Context: an optimization exercise on an open-source flow, tuned for small area. The choices shown serve that exercise and are no tape-out recipe.
For this run, only the layout was checked, not whether the RTL still works.
Power is estimated from default activity; no workload was simulated.

--- design/flow/config.mk ---
export PLATFORM = sky130hd
export DESIGN_NAME = petra
export DESIGN_NICKNAME = petra
export VERILOG_FILES = /design/flow/design.v
export SDC_FILE = /design/flow/constraint.sdc
export NUM_CORES = 4
export LEC_CHECK = 0
export CAP_MARGIN = 20
export CORE_MARGIN = 2
export CORE_UTILIZATION = 40
export SLEW_MARGIN = 20
--- design/flow/constraint.sdc ---
create_clock -name core_clock -period 10.0 [get_ports {clock}]
set_input_delay 2.0000 -clock core_clock [delete_from_list [all_inputs] [get_ports {clock}]]
set_output_delay 2.0000 -clock core_clock [all_outputs]
set_load 0.01 [all_outputs]
--- design/flow/design.v ---
module petra(
	input wire clock,
	input wire reset,
	input wire send_message,
	input wire [8 - 1:0] data_in,
	output reg [8 - 1:0] data_out,
	output reg irq_tx,
	output reg irq_rx,
	input wire signal,
	output reg led
	);
	localparam T_INIT = 3'd0;
	localparam T_WAIT = 3'd1;
	localparam T_ECC  = 3'd2;
	localparam T_TS   = 3'd3;
	localparam T_NORM = 3'd4;
	localparam T_IP1  = 3'd5;
	localparam T_IP   = 3'd6;
	localparam T_ACK  = 3'd7;
	localparam R_INIT = 2'd0;
	localparam R_RECV = 2'd1;
	localparam R_WAIT = 2'd2;
	reg [2:0] tx_state;
	reg [1:0] rx_state;
	reg tx_seq;
	reg rx_seq;
	reg arbiter_ack;
	reg ack_send;       
	reg message_send;   
	reg tx_sent_ack;
	reg rx_ack;         
	reg [1:0] rx_notify_ack;
	reg tx_start_transfer;
	reg [7:0] current_message;
	reg [10:0] current_packet;
	reg [8:0] tm;
	wire tx_timeout = tm[8] & ~tm[0];
	wire timer_reset = reset | (tx_state == T_IP1);
	always @(posedge clock)
	begin
		tm <= tm[8] ? 9'd0 : tm + 1'b1;
		if (timer_reset)
		begin
			tm[8] <= 1'b1;
			tm[0] <= 1'b1;
		end
	end
	reg [4:0] enc_pos;
	wire [10:0] enc_mask;
	assign enc_mask[0] = (enc_pos[3:0] == 4'd0) | (enc_pos[3:0] == 4'd1) | (enc_pos[3:0] == 4'd2) | (enc_pos[3:0] == 4'd15);
	assign enc_mask[1] = (enc_pos[3:0] == 4'd0) | (enc_pos[3:0] == 4'd3) | (enc_pos[3:0] == 4'd4) | (enc_pos[3:0] == 4'd15);
	assign enc_mask[2] = (enc_pos[3:0] == 4'd1) | (enc_pos[3:0] == 4'd3) | (enc_pos[3:0] == 4'd5) | (enc_pos[3:0] == 4'd15);
	assign enc_mask[3] = (enc_pos[3:0] == 4'd0) | (enc_pos[3:0] == 4'd1) | (enc_pos[3:0] == 4'd3) | (enc_pos[3:0] == 4'd6);
	assign enc_mask[4] = (enc_pos[3:0] == 4'd0) | (enc_pos[3:0] == 4'd7) | (enc_pos[3:0] == 4'd8) | (enc_pos[3:0] == 4'd15);
	assign enc_mask[5] = (enc_pos[3:0] == 4'd1) | (enc_pos[3:0] == 4'd7) | (enc_pos[3:0] == 4'd9) | (enc_pos[3:0] == 4'd15);
	assign enc_mask[6] = (enc_pos[3:0] == 4'd0) | (enc_pos[3:0] == 4'd1) | (enc_pos[3:0] == 4'd7) | (enc_pos[3:0] == 4'd10);
	assign enc_mask[7] = (enc_pos[3:0] == 4'd3) | (enc_pos[3:0] == 4'd7) | (enc_pos[3:0] == 4'd11) | (enc_pos[3:0] == 4'd15);
	assign enc_mask[8] = (enc_pos[3:0] == 4'd0) | (enc_pos[3:0] == 4'd3) | (enc_pos[3:0] == 4'd7) | (enc_pos[3:0] == 4'd12);
	assign enc_mask[9] = (enc_pos[3:0] == 4'd1) | (enc_pos[3:0] == 4'd3) | (enc_pos[3:0] == 4'd7) | (enc_pos[3:0] == 4'd13);
	assign enc_mask[10] = (enc_pos[3:0] == 4'd0) | (enc_pos[3:0] == 4'd1) | (enc_pos[3:0] == 4'd3) | (enc_pos[3:0] == 4'd7) | (enc_pos[3:0] == 4'd14) | (enc_pos[3:0] == 4'd15);
	wire enc_bit = ^(current_packet & enc_mask);
	reg [3:0] enc_cnt;
	wire enc_idle = enc_pos[4] & enc_pos[3];
	wire enc_irq = enc_pos[4] & ~enc_pos[3] & enc_pos[0];
	wire enc_match = enc_bit ? (enc_cnt == 4'd4) : (enc_cnt == 4'd2);
	always @(posedge clock)
	begin
		led <= 1'b0;
		if (reset)
		begin
			enc_pos[4] <= 1'b1;
			enc_pos[3] <= 1'b1;
		end else if (!tx_start_transfer)
		begin
			enc_pos[4] <= 1'b1;
			enc_pos[3] <= 1'b1;
		end else if (enc_idle)
		begin
			enc_pos <= 5'd0;
			enc_cnt <= 4'd0;
			led <= 1'b1;
		end else if (!enc_pos[4])
		begin
			enc_cnt <= enc_cnt + 1'b1;
			if (enc_match)
			begin
				led <= 1'b1;
				enc_cnt <= 4'd0;
				enc_pos <= enc_pos + 1'b1;
			end
		end else if (!enc_pos[0])
			enc_pos[0] <= 1'b1;
	end
	reg [15:0] dec_d;       
	reg dec_pv;             
	reg dec_pval;           
	reg dec_zero;           
	reg [3:0] dec_bit;
	reg [2:0] dec_cnt;      
	reg dec_started;
	reg dec_irq;
	reg dec_finished;
	wire dec_abort = dec_started & ~signal & dec_cnt[2] & ~dec_cnt[1];
	wire [3:0] dec_pidx = dec_bit - 1'b1;
	always @(posedge clock)
	begin
		if (dec_pv)
			dec_d[dec_pidx] <= dec_pval;
		dec_pv <= dec_started & signal & (dec_cnt != 3'd0);
		dec_pval <= dec_cnt[2];
		dec_zero <= reset | dec_abort | ~dec_finished;
		dec_cnt <= signal ? 3'd0 : {dec_cnt[1:0], ~dec_cnt[2]};
		if (signal & ~dec_started)
			dec_bit <= 4'd0;
		else if (signal & (dec_cnt != 3'd0))
			dec_bit <= dec_bit + 1'b1;
		if (reset)
		begin
			dec_d[15] <= 1'b0;
			dec_pv <= 1'b0;
			dec_started <= 1'b0;
			dec_irq <= 1'b0;
			dec_finished <= 1'b0;
		end else if (signal)
		begin
			if (!dec_started)
			begin
				dec_started <= 1'b1;
				dec_irq <= 1'b0;
			end else if (dec_bit == 4'd15)
			begin
				dec_finished <= 1'b1;
				dec_irq <= 1'b1;
				dec_started <= 1'b0;
			end
		end else if (dec_abort)
		begin
			dec_started <= 1'b0;
			dec_irq <= 1'b0;
		end
	end
	wire [15:0] x = {dec_d[14:0], dec_d[15]};
	wire [7:0] xa, xb;
	genvar m;
	generate for (m = 0; m < 8; m = m + 1) begin : g_pair
		assign xa[m] = x[2*m] ^ x[2*m+1];
		assign xb[m] = x[2*m+1];
	end endgenerate
	wire s1 = ((xb[0] ^ xb[1]) ^ (xb[2] ^ xb[3])) ^ ((xb[4] ^ xb[5]) ^ (xb[6] ^ xb[7]));
	wire c67 = xa[6] ^ xa[7];
	wire c23 = xa[2] ^ xa[3];
	wire c45 = xa[4] ^ xa[5];
	wire s4 = c23 ^ c67;
	wire s8 = c45 ^ c67;
	wire s2 = (xa[1] ^ xa[3]) ^ (xa[5] ^ xa[7]);
	wire o2 = (xa[0] ^ xa[1]) ^ (s4 ^ c45);
	wire syn0 = ~(s1 | s2 | s4 | s8);
	wire rx_correct = dec_zero | o2 | syn0;
	wire [3:0] syn_lo = {s2 & s1, s2 & ~s1, ~s2 & s1, ~s2 & ~s1};
	wire [3:0] syn_hi = {s8 & s4, s8 & ~s4, ~s8 & s4, ~s8 & ~s4} & {4{o2}};
	wire [15:0] flip;
	generate for (m = 0; m < 16; m = m + 1) begin : g_flip
		assign flip[m] = syn_hi[m/4] & syn_lo[m%4];
	end endgenerate
	wire [15:0] cx = x ^ flip;
	wire keep = ~dec_zero & (o2 | syn0);
	wire [10:0] received_packet = {cx[15], cx[14], cx[13], cx[12], cx[11], cx[10], cx[9],
	                               cx[7], cx[6], cx[5], cx[3]} & {11{keep}};
	wire arbiter_message = (tx_state == T_WAIT) | (tx_state == T_NORM) |
	                       (tx_state == T_IP1) | (tx_state == T_IP) |
	                       (((tx_state == T_ECC) | (tx_state == T_TS)) &
	                        (current_packet[9:8] == 2'b00));
	always @(posedge clock)
	begin
		if (reset)
		begin
			ack_send <= 1'b0;
			message_send <= 1'b0;
		end else
		begin
			message_send <= arbiter_message & (message_send | ~arbiter_ack);
			ack_send <= arbiter_ack & ~(message_send & arbiter_message);
		end
	end
	always @(posedge clock)
	begin
		if (reset)
		begin
			tx_state <= T_INIT;
			rx_state <= R_INIT;
			arbiter_ack <= 1'b0;
			tx_seq <= 1'b0;
			rx_seq <= 1'b0;
			rx_notify_ack <= 2'b00;
			irq_tx <= 1'b0;
			irq_rx <= 1'b0;
			tx_start_transfer <= 1'b0;
			data_out <= 8'd0;
		end else
		begin
			case (tx_state)
				T_INIT: begin
					if (ack_send)
					begin
						current_packet <= {rx_seq, rx_ack, ~rx_ack, 8'b0000_0000};
						tx_state <= T_ECC;
					end else if (send_message)
					begin
						current_message <= data_in;
						tx_state <= T_WAIT;
					end
				end
				T_WAIT: begin
					if (message_send)
					begin
						tx_state <= T_ECC;
						current_packet <= {tx_seq, 2'b00, current_message};
					end
				end
				T_ECC: tx_state <= T_TS;
				T_TS: begin
					tx_state <= (current_packet[9:8] == 2'b00) ? T_NORM : T_ACK;
					tx_start_transfer <= 1'b1;
				end
				T_NORM: tx_state <= T_IP1;
				T_IP1, T_IP: begin
					tx_state <= T_IP;
					if (tx_timeout || rx_notify_ack == 2'b10)
					begin
						tx_start_transfer <= 1'b0;
						tx_state <= T_TS;
						rx_notify_ack <= 2'b00;
					end else if (rx_notify_ack == 2'b01)
					begin
						tx_seq <= ~tx_seq;
						tx_state <= T_INIT;
						rx_notify_ack <= 2'b00;
						irq_tx <= 1'b1;
					end
				end
				T_ACK: begin
					if (enc_irq)
					begin
						arbiter_ack <= 1'b0;
						tx_sent_ack <= 1'b1;
						tx_state <= T_INIT;
					end
				end
			endcase
			case (rx_state)
				R_INIT: begin
					if (dec_irq)
						rx_state <= R_RECV;
				end
				R_RECV: begin
					if (rx_correct)
					begin
						if (received_packet[9:8] == 2'b00 &&
							received_packet[10] == rx_seq)
						begin
							rx_ack <= 1'b0;
							tx_sent_ack <= 1'b0;
							rx_state <= R_WAIT;
							arbiter_ack <= 1'b1;
						end else if (received_packet[9:8] == 2'b00)
						begin
							rx_ack <= 1'b1;
							rx_state <= R_INIT;
							arbiter_ack <= 1'b1;
						end else if (received_packet[9:8] != 2'b11)
						begin
							rx_notify_ack <= received_packet[9:8];
							rx_state <= R_INIT;
						end
					end else
					begin
						arbiter_ack <= 1'b1;
						rx_ack <= 1'b1;
						rx_state <= R_INIT;
					end
				end
				default: begin
					if (tx_sent_ack)
					begin
						data_out <= received_packet[7:0];
						irq_rx <= 1'b1;
						rx_state <= R_INIT;
						rx_seq <= ~rx_seq;
					end
				end
			endcase
		end
	end
endmodule
--- design/flow/flow/run.sh ---
#!/bin/bash
# Layout: the standard flow (standard.sh) with
#  - the standard synthesis, but an area-oriented ABC script for the logic
#  - small port buffers
#  - a clock tree without dummy loads, from small clock buffers
set -euo pipefail
export FLOW_WORK=$(pwd)
export AREA_ABC_SCRIPT=$FLOW_WORK/flow/area.abc
bash standard.sh \
  SYNTH_SCRIPT=$FLOW_WORK/flow/synth.tcl \
  "BUFFER_PORTS_ARGS=-buffer_cell sky130_fd_sc_hd__buf_1" \
  "CTS_ARGS=-sink_clustering_enable -repair_clock_nets -dont_use_dummy_load -buf_list sky130_fd_sc_hd__clkbuf_8 -sink_clustering_size 50 -sink_clustering_max_diameter 200" \
  finish > flow_make.log 2>&1
--- design/flow/flow/area.abc ---
strash
&get -n
&deepsyn -T 90
&put
dch -f
amap
topo
--- design/flow/flow/synth.tcl ---
# The standard flow's own synthesis script (synth_recipe.tcl), with only the ABC
# script of the combinational mapping replaced by an area-oriented one
proc abc {args} {
  set i [lsearch -exact $args -script]
  if { $i >= 0 } { lset args [expr {$i + 1}] $::env(AREA_ABC_SCRIPT) }
  yosys abc {*}$args
}
source $::env(FLOW_WORK)/synth_recipe.tcl
--- design/flow/standard.sh ---
#!/bin/bash
# synth_recipe.tcl (not shown) runs the flow's synth.tcl, then flattens the netlist and writes it again
# the make line also repeats each setting of config.mk as NAME=value (left out here)
make -C /OpenROAD-flow-scripts/flow DESIGN_CONFIG=/design/flow/config.mk WORK_HOME=/design/flow/orfs CLKGATE_MAP_FILE= SYNTH_SCRIPT=/design/flow/synth_recipe.tcl "${@:-finish}"
==> results.toml <==
[setup_path]
timing.rr.start = "enc_pos[0]"
r2r-end = "enc_pos[2]"
r2r_cells = 21
cp.depth = 21
cp_data_required_time_ns = 10.06
slowest_delay_ns = 0.46
cp_max_fo = 6
critPathTopFamily = "simple AND/OR/NAND/NOR gates"
critPathKind = "reg -> reg"
end_kind = "register"
arrival_ns = 3.86
reg2reg_setup_slack_ns = 6.20
critPathBufInv = 3
crit_chain = "clkinv_1, ha_1, nor3_1, clkinv_1, o2111ai_1, xor2_1, nor2_1, a21oi_1, xor2_1, o22ai_1, nor2_1, a21oi_1, a21oi_1, or2_0, nor2_1, nand2b_1, nor2_1, clkinv_1, nor2b_1, nor2_1, nor2_1"
critPathLaunchType = "register"
crit_path_frequent_cell = "nor2_1"
crit_slowest_cell = "edfxtp_1"

[sta]
hold_viol_final = 0
final-setup-viol-count = 0
finalSetupTns_ns = 0
slew_headroom_pct = 50.4
fin_crit_sh_pct = 38.0
skew_ns = 0.0139
fmax_ghz = 0.263
fin_ws_ns = 6.20
finalCriticalPeriod_ns = 3.80
tightest_slew_ns = 0.737
rsz0062_at_grt = "no"
timing.hold.ws_ns = 0.395
slew_violations = 0

[floorplanning]
rows = 38
pin_count = 23
die_w_um = 110
die_h_um = 110
die_area_mm2 = 0.0120
core_area_mm2 = 0.0109
start_util_pct = 41.0

[worst_hold_path]
hold_class = "reg -> reg"
min_path_cells = 1
min_from = "dec_finished"
hold_path_end = "dec_zero"

[clock_tree]
cts_resized = 0
cts.clk_slew.worst_paths_ns = 0.08
ctsRootBufferMaster = "clkbuf_8"
clockBufferDepth = 2
htreeDepth = 3
cts_hold_buf = 0
clk_latency_ns = 0.36
tritoncts = "built"
postCtsSetupRepairBufs = 0
cts_made_buffers = 9
cts_sinks = 92

[yosys]
synth_enable_flop_cells = 43
ys.flop_type = "dfxtp_1"
ys_seq_area_share_pct = 50.9
synthCells = 526
ys_ff_latch = 92
yosys.cell_types.count = 40
syn-num-nets = 551
ys_warn_count = 1
synth.avg_cell_area_um2 = 8.49
synthesis.area_mm2 = 0.00447
async_flop_share_pct = 0

[drt]
first_iter_violations = 196
drt_wl_total_um = 9090
route.detailed.drc = 0
wl_per_cell_um = 13.0
ant_nets = 0
first_pass_iters = 4
vias_per_cell = 5.15
routed-via-count = 3595

[global_route]
grt_overflow = 0
grt_pass1_vias = 3285
grt_max_degree = 18
grt_use_total_pct = 16.2
grt_first_pass_wirelength_um = 15000
antenna_found_initial = 0

[power]
ir_drop_mv = 0.0855
power_density_mw_per_mm2 = 150
leakagePower_nw = 1.63

[finish]
regArea_mm2 = 0.00227
nFillCells = 1094
antennaDiodeCount = 0
syn2layout_area_growth_pct = 8.91
fin_nets = 585
drive_above_1_share_pct = 2.15
final_cells = 698
multi_input_comb_area_mm2 = 0.00193
final_cell_area_mm2 = 0.00486

[placement]
placed_area_mm2 = 0.00474
gp_congestion = 0.830
place_ws_ns = 6.16
dpl.cell_count = 689
portBuffers = 22
dp.final_hpwl_um = 7070

[job]
drv_cap = 0

[status]
status = "complete, no violations"
==> through the flow <==
stage | util [%] | power [W]
global route | 44.7 | 0.000774
finish | 44.7 | 0.000732
detailed placement | 43.5 | 0.000546
global placement | 43.5 | 0.000543
floorplan | - | 0.000516
CTS | 44.6 | 0.000740
==> kinds of logic (layout without fill, tap and decap cells) <==
logic type               after synthesis  count (layout)  share of synthesized area, %
buffers and inverters                 73             105                          6.13
flip-flops                            92              92                          50.9
AO/OA/AOI/OAI                        143             143                          18.7
AND/OR/NAND/NOR                      201             201                          19.9
adder cells (fa/ha/maj)               13              13                          3.64
XOR/XNOR                               4               4                         0.784
==> routing by layer <==
metal	track usage [%]	wire length, um	vias up
met3	4.15	346	18
li1	-	-	1906
met4	6.87	202	0
met1	20.7	4280	1609
met2	26.2	4260	62
met5	0	0	-
==> cells in the final DEF (no fill, tap or decap), types with 2 or more instances in the layout <==
cell        n
a21oi_1    33
ha_1       13
or3_1       5
nand3_1     8
a211oi_1    9
nor2b_1    17
xor2_1      3
and3_1      5
nand2b_1    6
dfxtp_1    49
o21ai_0    60
nor2_1     94
nand4_1     2
nand2_1    42
o31ai_1     2
edfxtp_1   43
buf_1      22
clkinv_1   72
buf_4       2
nor3_1     17
clkbuf_8    9
o32ai_1     2
a2111oi_0   2
o21a_1      3
or2_0       2
a22oi_1     2
a311oi_1    2
a31oi_1     3
o22ai_1    16
==> where the power goes <==
part	switching, W	internal [W]	total (W)
sequential	0.0000145	0.000417	0.000431
combinational	0.0000714	0.0000345	0.000106
clock	0.000114	0.0000807	0.000195
total	0.000200	0.000532	0.000732
==> Yosys cell counts, types with 6 or more instances <==
cell      instances  area (um^2)
nor2_1           94          353
clkinv_1         72          270
o21ai_0          60          300
dfxtp_1          49          981
edfxtp_1         43         1290
nand2_1          42          158
a21oi_1          33          165
nor2b_1          17          106
nor3_1           17         85.1
o22ai_1          16          100
ha_1             13          163
a211oi_1          9         67.6
nand3_1           8         40.0
nand2b_1          6         37.5
==> state kept, by name (all words and copies together), names as in the netlist, 4 cells and up <==
name	cells
current_message	8
current_packet	11
data_out	8
dec_bit	4
dec_d	16
enc_cnt	4
enc_pos	5
tm	9
==> worst max path at each step <==
stage	startpoint	endpoint	slack (ns)
2_1_floorplan	reset	current_packet[0]	6.55
3_3_place_gp	reset	current_message[1]	6.23
3_5_place_dp	reset	current_message[2]	6.16
4_1_cts	enc_pos[0]	enc_pos[1]	6.25
5_1_grt	enc_pos[0]	enc_pos[1]	5.82
6_report	enc_pos[0]	enc_pos[2]	6.20
==> layout make-up <==
class | instances | area share [%]
Tap cell | 140 | 3.60
Multi-Input combinational cell | 361 | 39.6
Inverter | 72 | 5.56
Clock buffer | 9 | 2.55
Sequential cell | 92 | 46.7
Timing Repair Buffer | 24 | 2.01

[static timing again, ports no longer ideal]
In the flow no input, the clock included, has a driving cell. The finished layout below was timed again as built, in two steps.
Step 1, drivers: a clkbuf_16 drives clock and a buf_2 each remaining input, both assumed.
Step 2 also shifts input and output timing later by t, the mid clock arrival at the registers, as if the neighbouring blocks saw the same clock.
Three values: no drivers, after step 1, after step 2; two values: the first two.
shift t [ns]: 0.386
setup slack, ns: 6.204 / 6.204 / 6.204
latest minus earliest clock arrival (ns): 0.014 / 0.015
worst data-port slew with drivers (ns): 0.04
After both steps setup and hold are still met in this run. For this run, drivers alone change the setup slack by 0.000 ns; drivers and shift together by 0.000 ns.
